This is an optimization exercise on Yosys and OpenROAD, whose aim is small area, not a production implementation. RTL that was checked went through simulation tests only; none was proved equivalent to the original. Power figures rest on the tool's default switching activity, not on a simulated workload.

alpha:
==> flow/design.v <==
module debounce_fsm
    # (
        parameter DEBOUNCE_COUNTER_WIDTH    = 24
    )
    (
        input   logic i_clock,
        input   logic i_reset,
        input   logic [DEBOUNCE_COUNTER_WIDTH-1 : 0] i_debounce_counter,
        input   logic i_bouncing_signal,
        output  logic o_debounced_signal
    );
    localparam W = DEBOUNCE_COUNTER_WIDTH;
    logic meta;
    logic stable;
    logic level;
    logic waiting;
    logic [W-1 : 0] count_n;
    logic [W : 0]   carry;
    logic [W-1 : 0] count_n_inc;
    localparam H = W / 2;
    always_comb begin
        carry[0] = 1'b1;
        for (int i = 0; i < W; i++) begin
            count_n_inc[i] = count_n[i] ^ carry[i];
            if (i == H - 1)
                carry[i+1] = &count_n[H-1 : 0];
            else
                carry[i+1] = count_n[i] & carry[i];
        end
    end
    always_ff @(posedge i_clock) begin
        meta    <= i_bouncing_signal;
        stable  <= meta | i_reset;
        level   <= stable & ~i_reset;
        count_n <= waiting ? count_n_inc : ~i_debounce_counter;
        if (i_reset) begin
            waiting            <= 1'b0;
            o_debounced_signal <= 1'b0;
        end else if (waiting) begin
            waiting            <= ~carry[W];
        end else begin
            waiting            <= stable ^ level;
            o_debounced_signal <= level;
        end
    end
endmodule
module zed_debouncer
    # (
        parameter SWITCH_COUNT              = 8,
        parameter BUTTON_COUNT              = 5,
        parameter DEBOUNCE_COUNTER_WIDTH    = 24
    )
    (
        input   logic i_clock,
        input   logic i_reset,
        input   logic [DEBOUNCE_COUNTER_WIDTH-1 : 0] i_switch_debounce_counter,
        input   logic [DEBOUNCE_COUNTER_WIDTH-1 : 0] i_button_debounce_counter,
        input   logic i_sw0,
        input   logic i_sw1,
        input   logic i_sw2,
        input   logic i_sw3,
        input   logic i_sw4,
        input   logic i_sw5,
        input   logic i_sw6,
        input   logic i_sw7,
        input   logic i_btnu,
        input   logic i_btnd,
        input   logic i_btnl,
        input   logic i_btnr,
        input   logic i_btnc,
        output  logic o_sw0,
        output  logic o_sw1,
        output  logic o_sw2,
        output  logic o_sw3,
        output  logic o_sw4,
        output  logic o_sw5,
        output  logic o_sw6,
        output  logic o_sw7,
        output  logic o_btnu,
        output  logic o_btnd,
        output  logic o_btnl,
        output  logic o_btnr,
        output  logic o_btnc
    );
    logic [SWITCH_COUNT-1 : 0] bouncing_switch_array;
    logic [SWITCH_COUNT-1 : 0] debounced_switch_array;
    logic [BUTTON_COUNT-1 : 0] bouncing_button_array;
    logic [BUTTON_COUNT-1 : 0] debounced_button_array;
    assign bouncing_switch_array    = {i_sw7, i_sw6, i_sw5, i_sw4, i_sw3, i_sw2, i_sw1, i_sw0};
    assign {o_sw7, o_sw6, o_sw5, o_sw4, o_sw3, o_sw2, o_sw1, o_sw0} = debounced_switch_array;
    assign bouncing_button_array    = {i_btnu, i_btnd, i_btnl, i_btnr, i_btnc};
    assign {o_btnu, o_btnd, o_btnl, o_btnr, o_btnc} = debounced_button_array;
    genvar i;
    generate
        for (i = 0; i < SWITCH_COUNT; i++) begin : switch_debounce_fsm_gen
            debounce_fsm 
            # (
                .DEBOUNCE_COUNTER_WIDTH (DEBOUNCE_COUNTER_WIDTH)
            )
            switch_debounce_fsm_inst (
                .i_clock            (i_clock),
                .i_reset            (i_reset),
                .i_debounce_counter (i_switch_debounce_counter),
                .i_bouncing_signal  (bouncing_switch_array[i]),
                .o_debounced_signal (debounced_switch_array[i])
            );
        end 
    endgenerate
    genvar j;
    generate
        for (j = 0; j < BUTTON_COUNT; j++) begin : button_debounce_fsm_gen
            debounce_fsm 
            # (
                .DEBOUNCE_COUNTER_WIDTH (DEBOUNCE_COUNTER_WIDTH)
            )
            button_debounce_fsm_inst (
                .i_clock            (i_clock),
                .i_reset            (i_reset),
                .i_debounce_counter (i_button_debounce_counter),
                .i_bouncing_signal  (bouncing_button_array[j]),
                .o_debounced_signal (debounced_button_array[j])
            );
        end 
    endgenerate
endmodule
==> flow/config.mk <==
export PLATFORM = sky130hd
export DESIGN_NAME = zed_debouncer
export DESIGN_NICKNAME = zed_debouncer
export VERILOG_FILES = /design/flow/design.v
export SDC_FILE = /design/flow/constraint.sdc
export NUM_CORES = 4
export LEC_CHECK = 0
export CAP_MARGIN = 20
export CORE_MARGIN = 2
export CORE_UTILIZATION = 65
export PLACE_DENSITY = 0.75
export SLEW_MARGIN = 20
export SYNTH_HIERARCHICAL = 1
export BUFFER_PORTS_ARGS = -buffer_cell sky130_fd_sc_hd__buf_1
export CTS_ARGS = -sink_clustering_enable -repair_clock_nets -sink_clustering_size 30 -sink_clustering_max_diameter 80 -buf_list {sky130_fd_sc_hd__clkbuf_8 sky130_fd_sc_hd__clkbuf_16} -dont_use_dummy_load
==> flow/constraint.sdc <==
create_clock -name core_clock -period 5.0 [get_ports {i_clock}]
set_input_delay 1.0000 -clock core_clock [delete_from_list [all_inputs] [get_ports {i_clock}]]
set_output_delay 1.0000 -clock core_clock [all_outputs]
set_load 0.01 [all_outputs]
standard.sh (not shown) runs the stock make flow with config.mk's settings and CLKGATE_MAP_FILE= SYNTH_SCRIPT=/design/flow/synth_recipe.tcl, a recipe that flattens the netlist after the stock synthesis.
==> flow/flow/run.sh <==
#!/bin/bash
# Layout flow: the standard ORFS flow with smaller port buffers and a
# clock tree built without dummy loads. Each tool's output goes to its own
# log file in the work folder.
set -euo pipefail
cat >> config.mk <<'EOC'
export BUFFER_PORTS_ARGS = -buffer_cell sky130_fd_sc_hd__buf_1
export CTS_ARGS = -sink_clustering_enable -repair_clock_nets -sink_clustering_size 30 -sink_clustering_max_diameter 80 -buf_list {sky130_fd_sc_hd__clkbuf_8 sky130_fd_sc_hd__clkbuf_16} -dont_use_dummy_load
EOC
bash standard.sh synth > synth.log 2>&1
bash standard.sh floorplan > floorplan.log 2>&1
bash standard.sh place > place.log 2>&1
bash standard.sh cts > cts.log 2>&1
bash standard.sh route > route.log 2>&1
bash standard.sh finish > finish.log 2>&1
> inputs changed (alpha -> beta)
-- flow/design.v --
<<< alpha, line 18
    logic [W : 0]   carry;
    logic [W-1 : 0] count_n_inc;
    localparam H = W / 2;
    always_comb begin
        carry[0] = 1'b1;
>>> beta, line 18
    logic [W : 0]   carry;
    logic [W-1 : 0] count_n_inc;
    localparam H = 4;
    always_comb begin
        carry[0] = 1'b1;
## What came out
- On post-route minimum period: beta sits above alpha.
- Between alpha and beta, post-layout instance count excluding filler cells is lower for beta, alpha comes in above that.
- Going from alpha to beta, sequential share of cell area climbed 1.0 points, portion of total power attributed to combinational logic dropped 0.4 points, placer congestion estimate went down by 8.2%, net switching fraction of the power went down 0.65 points.
- Between alpha and beta, the difference in residual DRC count is negligible.
- From alpha to beta the numbers moved as follows: wire length after detailed routing saw a decrease; average footprint of a synthesized cell saw a decrease; clock share of power saw an increase.
- The power of beta is lower than that of alpha.
Only the layout flow was run in alpha; the RTL was not checked for function there.

========
// zed_debouncer: RTL as listed in full above, without the edits since
clock: 5.0 ns
lec_check: 0
cap_margin: 20
core_margin: 2
core_utilization: 40
slew_margin: 20
run.sh (not shown) runs the stock make flow with config.mk's settings and CLKGATE_MAP_FILE= SYNTH_SCRIPT=/design/flow/synth_recipe.tcl, a recipe that flattens the netlist after the stock synthesis.
Stock flow here: none of the scripts above is used.
Next try:
--- a/flow/design.v
+++ b/flow/design.v
@@ -16,17 +16,13 @@
     logic waiting;
     logic [W-1 : 0] count_n;
     logic [W : 0]   carry;
     logic [W-1 : 0] count_n_inc;
-    localparam H = W / 2;
     always_comb begin
         carry[0] = 1'b1;
         for (int i = 0; i < W; i++) begin
             count_n_inc[i] = count_n[i] ^ carry[i];
-            if (i == H - 1)
-                carry[i+1] = &count_n[H-1 : 0];
-            else
-                carry[i+1] = count_n[i] & carry[i];
+            carry[i+1]     = count_n[i] & carry[i];
         end
     end
     always_ff @(posedge i_clock) begin
         meta    <= i_bouncing_signal;
=>
- fmax came out lower by about 30%
- design area climbs by 1.2%
- setup slack loses 1.4 ns
- wire length goes down by 9.0%
- critical path depth climbs by 8
- die area came out lower by 2.0%
- via count came out lower by 4.4%
- final cell count is lower by about 2%
- count of clock-buffer cells in the layout goes down by 1
- total power decreases by 1.4%
Function not checked in the first run of this note: the RTL went through the layout flow alone.

========
v15:
zed_debouncer, a different RTL version from the one above (not shown whole).
Size in the first run: roughly 440 flip-flops, ~76 I/O pins, about 15,000 sq um of cells after synthesis.
==> module debounce_fsm, before the edit <==
module debounce_fsm
    # (
        parameter DEBOUNCE_COUNTER_WIDTH    = 24
    )
    (
        input   logic i_clock,
        input   logic i_reset,
        input   logic [DEBOUNCE_COUNTER_WIDTH-1 : 0] i_debounce_counter,
        input   logic i_bouncing_signal,
        output  logic o_debounced_signal,
        output  logic o_waiting,
        output  logic o_done
    );
    localparam W = DEBOUNCE_COUNTER_WIDTH;
    logic meta;
    logic stable;
    logic level;
    logic waiting;
    logic [W-1 : 0] count_n;
    logic [W : 0]   carry;
    logic [W-1 : 0] count_n_inc;
    localparam H = 4;
    always_comb begin
        carry[0] = 1'b1;
        for (int i = 0; i < W; i++) begin
            count_n_inc[i] = count_n[i] ^ carry[i];
            if (i == H - 1)
                carry[i+1] = &count_n[H-1 : 0];
            else
                carry[i+1] = count_n[i] & carry[i];
        end
    end
    assign o_waiting = waiting;
    assign o_done    = waiting & carry[W];
    always_ff @(posedge i_clock) begin
        meta    <= i_bouncing_signal;
        stable  <= meta | i_reset;
        level   <= stable & ~i_reset;
        count_n <= waiting ? count_n_inc : ~i_debounce_counter;
        if (i_reset) begin
            waiting            <= 1'b0;
            o_debounced_signal <= 1'b0;
        end else if (waiting) begin
            waiting            <= ~carry[W];
        end else begin
            waiting            <= stable ^ level;
            o_debounced_signal <= level;
        end
    end
endmodule
==> module zed_debouncer, before the edit <==
module zed_debouncer
    # (
        parameter SWITCH_COUNT              = 8,
        parameter BUTTON_COUNT              = 5,
        parameter DEBOUNCE_COUNTER_WIDTH    = 24
    )
    (
        input   logic i_clock,
        input   logic i_reset,
        input   logic [DEBOUNCE_COUNTER_WIDTH-1 : 0] i_switch_debounce_counter,
        input   logic [DEBOUNCE_COUNTER_WIDTH-1 : 0] i_button_debounce_counter,
        input   logic i_sw0,
        input   logic i_sw1,
        input   logic i_sw2,
        input   logic i_sw3,
        input   logic i_sw4,
        input   logic i_sw5,
        input   logic i_sw6,
        input   logic i_sw7,
        input   logic i_btnu,
        input   logic i_btnd,
        input   logic i_btnl,
        input   logic i_btnr,
        input   logic i_btnc,
        output  logic o_sw0,
        output  logic o_sw1,
        output  logic o_sw2,
        output  logic o_sw3,
        output  logic o_sw4,
        output  logic o_sw5,
        output  logic o_sw6,
        output  logic o_sw7,
        output  logic o_btnu,
        output  logic o_btnd,
        output  logic o_btnl,
        output  logic o_btnr,
        output  logic o_btnc
    );
    logic [SWITCH_COUNT-1 : 0] bouncing_switch_array;
    logic [SWITCH_COUNT-1 : 0] debounced_switch_array;
    logic [BUTTON_COUNT-1 : 0] bouncing_button_array;
    logic [BUTTON_COUNT-1 : 0] debounced_button_array;
    assign bouncing_switch_array    = {i_sw7, i_sw6, i_sw5, i_sw4, i_sw3, i_sw2, i_sw1, i_sw0};
    assign {o_sw7, o_sw6, o_sw5, o_sw4, o_sw3, o_sw2, o_sw1, o_sw0} = debounced_switch_array;
    assign bouncing_button_array    = {i_btnu, i_btnd, i_btnl, i_btnr, i_btnc};
    assign {o_btnu, o_btnd, o_btnl, o_btnr, o_btnc} = debounced_button_array;
    localparam LFSR_WIDTH = 25;
    localparam LFSR_TAP   = 21;
    logic                    switch_waiting;
    logic                    switch_done;
    logic                    switch_first;
    logic [LFSR_WIDTH-1 : 0] switch_seed_n;
    logic                    button_waiting;
    logic                    button_done;
    logic                    button_first;
    logic [LFSR_WIDTH-1 : 0] button_seed_n;
    debounce_fsm
    # (
        .DEBOUNCE_COUNTER_WIDTH (DEBOUNCE_COUNTER_WIDTH)
    )
    switch_debounce_fsm_inst (
        .i_clock            (i_clock),
        .i_reset            (i_reset),
        .i_debounce_counter (i_switch_debounce_counter),
        .i_bouncing_signal  (bouncing_switch_array[0]),
        .o_debounced_signal (debounced_switch_array[0]),
        .o_waiting          (switch_waiting),
        .o_done             (switch_done)
    );
    debounce_seed
    # (
        .LFSR_WIDTH (LFSR_WIDTH),
        .LFSR_TAP   (LFSR_TAP)
    )
    switch_seed_inst (
        .i_clock    (i_clock),
        .i_reset    (i_reset),
        .i_waiting  (switch_waiting),
        .i_done     (switch_done),
        .o_first    (switch_first),
        .o_seed_n   (switch_seed_n)
    );
    genvar i;
    generate
        for (i = 1; i < SWITCH_COUNT; i++) begin : switch_debounce_lfsr_gen
            debounce_lfsr
            # (
                .LFSR_WIDTH (LFSR_WIDTH),
                .LFSR_TAP   (LFSR_TAP)
            )
            switch_debounce_lfsr_inst (
                .i_clock            (i_clock),
                .i_reset            (i_reset),
                .i_first            (switch_first),
                .i_first_done       (switch_done),
                .i_seed_n           (switch_seed_n),
                .i_bouncing_signal  (bouncing_switch_array[i]),
                .o_debounced_signal (debounced_switch_array[i])
            );
        end
    endgenerate
    debounce_fsm
    # (
        .DEBOUNCE_COUNTER_WIDTH (DEBOUNCE_COUNTER_WIDTH)
    )
    button_debounce_fsm_inst (
        .i_clock            (i_clock),
        .i_reset            (i_reset),
        .i_debounce_counter (i_button_debounce_counter),
        .i_bouncing_signal  (bouncing_button_array[0]),
        .o_debounced_signal (debounced_button_array[0]),
        .o_waiting          (button_waiting),
        .o_done             (button_done)
    );
    debounce_seed
    # (
        .LFSR_WIDTH (LFSR_WIDTH),
        .LFSR_TAP   (LFSR_TAP)
    )
    button_seed_inst (
        .i_clock    (i_clock),
        .i_reset    (i_reset),
        .i_waiting  (button_waiting),
        .i_done     (button_done),
        .o_first    (button_first),
        .o_seed_n   (button_seed_n)
    );
    genvar j;
    generate
        for (j = 1; j < BUTTON_COUNT; j++) begin : button_debounce_lfsr_gen
            debounce_lfsr
            # (
                .LFSR_WIDTH (LFSR_WIDTH),
                .LFSR_TAP   (LFSR_TAP)
            )
            button_debounce_lfsr_inst (
                .i_clock            (i_clock),
                .i_reset            (i_reset),
                .i_first            (button_first),
                .i_first_done       (button_done),
                .i_seed_n           (button_seed_n),
                .i_bouncing_signal  (bouncing_button_array[j]),
                .o_debounced_signal (debounced_button_array[j])
            );
        end
    endgenerate
endmodule
export LEC_CHECK = 0
export CAP_MARGIN = 20
export CORE_MARGIN = 2
export CORE_UTILIZATION = 65
export PLACE_DENSITY = 0.75
export SLEW_MARGIN = 20
export BUFFER_PORTS_ARGS = -buffer_cell sky130_fd_sc_hd__buf_1
export CTS_ARGS = -sink_clustering_enable -repair_clock_nets -sink_clustering_size 12 -sink_clustering_max_diameter 40 -buf_list {sky130_fd_sc_hd__clkbuf_4} -dont_use_dummy_load
create_clock -name core_clock -period 5.0 [get_ports {i_clock}]
standard.sh (not shown) runs the stock make flow with config.mk's settings and CLKGATE_MAP_FILE= SYNTH_SCRIPT=/design/flow/synth_recipe.tcl, a recipe that flattens the netlist after the stock synthesis.
==> flow/flow/run.sh <==
#!/bin/bash
# Layout flow: the standard ORFS flow with smaller port buffers and a
# clock tree built without dummy loads. Each tool's output goes to its own
# log file in the work folder.
set -euo pipefail
cat >> config.mk <<'EOC'
export BUFFER_PORTS_ARGS = -buffer_cell sky130_fd_sc_hd__buf_1
export CTS_ARGS = -sink_clustering_enable -repair_clock_nets -sink_clustering_size 12 -sink_clustering_max_diameter 40 -buf_list {sky130_fd_sc_hd__clkbuf_4} -dont_use_dummy_load
EOC
bash standard.sh synth > synth.log 2>&1
bash standard.sh floorplan > floorplan.log 2>&1
bash standard.sh place > place.log 2>&1
bash standard.sh cts > cts.log 2>&1
bash standard.sh route > route.log 2>&1
bash standard.sh finish > finish.log 2>&1
What v23 does differently from v15 at the input level:
--- a/flow/design.v
+++ b/flow/design.v
@@ -1,6 +1,7 @@
 module debounce_fsm
     # (
-        parameter DEBOUNCE_COUNTER_WIDTH    = 24
+        parameter DEBOUNCE_COUNTER_WIDTH    = 24,
+        parameter FAST_DONE                 = 0
     )
     (
         input   logic i_clock,
@@ -30,8 +31,10 @@
                 carry[i+1] = count_n[i] & carry[i];
         end
     end
+    logic done;
+    assign done      = FAST_DONE ? &count_n : carry[W];
     assign o_waiting = waiting;
-    assign o_done    = waiting & carry[W];
+    assign o_done    = waiting & done;
     always_ff @(posedge i_clock) begin
         meta    <= i_bouncing_signal;
         stable  <= meta | i_reset;
@@ -41,7 +44,7 @@
             waiting            <= 1'b0;
             o_debounced_signal <= 1'b0;
         end else if (waiting) begin
-            waiting            <= ~carry[W];
+            waiting            <= ~done;
         end else begin
             waiting            <= stable ^ level;
             o_debounced_signal <= level;
@@ -169,7 +172,8 @@
     logic [LFSR_WIDTH-1 : 0] button_seed_n;
     debounce_fsm
     # (
-        .DEBOUNCE_COUNTER_WIDTH (DEBOUNCE_COUNTER_WIDTH)
+        .DEBOUNCE_COUNTER_WIDTH (DEBOUNCE_COUNTER_WIDTH),
+        .FAST_DONE              (1)
     )
     switch_debounce_fsm_inst (
         .i_clock            (i_clock),
@@ -214,7 +218,8 @@
     endgenerate
     debounce_fsm
     # (
-        .DEBOUNCE_COUNTER_WIDTH (DEBOUNCE_COUNTER_WIDTH)
+        .DEBOUNCE_COUNTER_WIDTH (DEBOUNCE_COUNTER_WIDTH),
+        .FAST_DONE              (1)
     )
     button_debounce_fsm_inst (
         .i_clock            (i_clock),
==> comparison <==
v23 completed; timing, DRC and antenna clean. Filler cell count in the final layout (v23 over v15): increase, 100. Compared with v15, v23 degrades die footprint. v15 vs v23, startpoint of the most critical setup path: switch_debounce_fsm_inst.count_n[0] vs button_debounce_fsm_inst.count_n[0]. Detail-routed via count per cell on v23 is up relative to v15. v23 reports a lower area overhead of the layout relative to synthesis than v15 does. Run comparison: v15 class of the tightest hold or removal check primary input to flip-flop; v23 class of the tightest hold or removal check flip-flop to flip-flop. | sequential share of layout area | v23 vs v15 | 0.31 points higher |. On area share of xor/xnor cells in the synthesized design, v23 and v15 are basically level. v23 — initial core utilization 0.75 points higher, v15 as reference. Delay of the slowest cell on the worst path: v23 vs v15, no meaningful difference.
Function was not checked in any run of this note: the RTL went through the layout flow alone.

[re-timing with driven ports]
The flow's constraints put no driver on any port. The routed layouts listed below were extracted and timed again, unchanged, in two steps. Step 1: set_driving_cell puts a clkbuf_16 on i_clock and a buf_2 on each other input, an assumption about the parent block. Step 2 moves the port delays by t, midway between the first and last clock arrival at a register: inputs arrive t later, outputs are due t later. That takes back most of the time a late clock gives input paths. Three values: ideal ports, drivers, drivers and shift; two values: the first two.
| run | t, ns | slack for setup (ns) | worst hold slack (ns) | slew at the worst register clock pin (ns) | worst data-port slew with drivers (ns) |
|---|---|---|---|---|---|
| alpha | 0.544 | 1.741 / 1.741 / 1.741 | 0.419 / 0.419 / 0.419 | 0.11 / 0.11 | 0.07 |
| beta | 0.544 | 0.204 / 0.203 / 0.203 | 0.414 / 0.414 / 0.414 | 0.11 / 0.11 | 0.06 |
| the first run of note 2 | 0.595 | 1.576 / 1.577 / 1.577 | 0.404 / 0.404 / 0.404 | 0.06 / 0.06 | 0.05 |
| the second run of note 2 | 0.589 | 0.138 / 0.138 / 0.138 | 0.402 / 0.402 / 0.402 | 0.06 / 0.06 | 0.06 |
| v15 | 0.697 | 0.173 / 0.173 / 0.173 | 0.392 / 0.388 / 0.415 | 0.12 / 0.12 | 0.05 |
| v23 | 0.717 | 0.458 / 0.458 / 0.458 | 0.364 / 0.359 / 0.364 | 0.12 / 0.12 | 0.05 |
After both steps every run listed still meets setup and hold. The setup slack of beta, which loses most, moves by -0.001 ns with the drivers and by -0.001 ns with both steps.
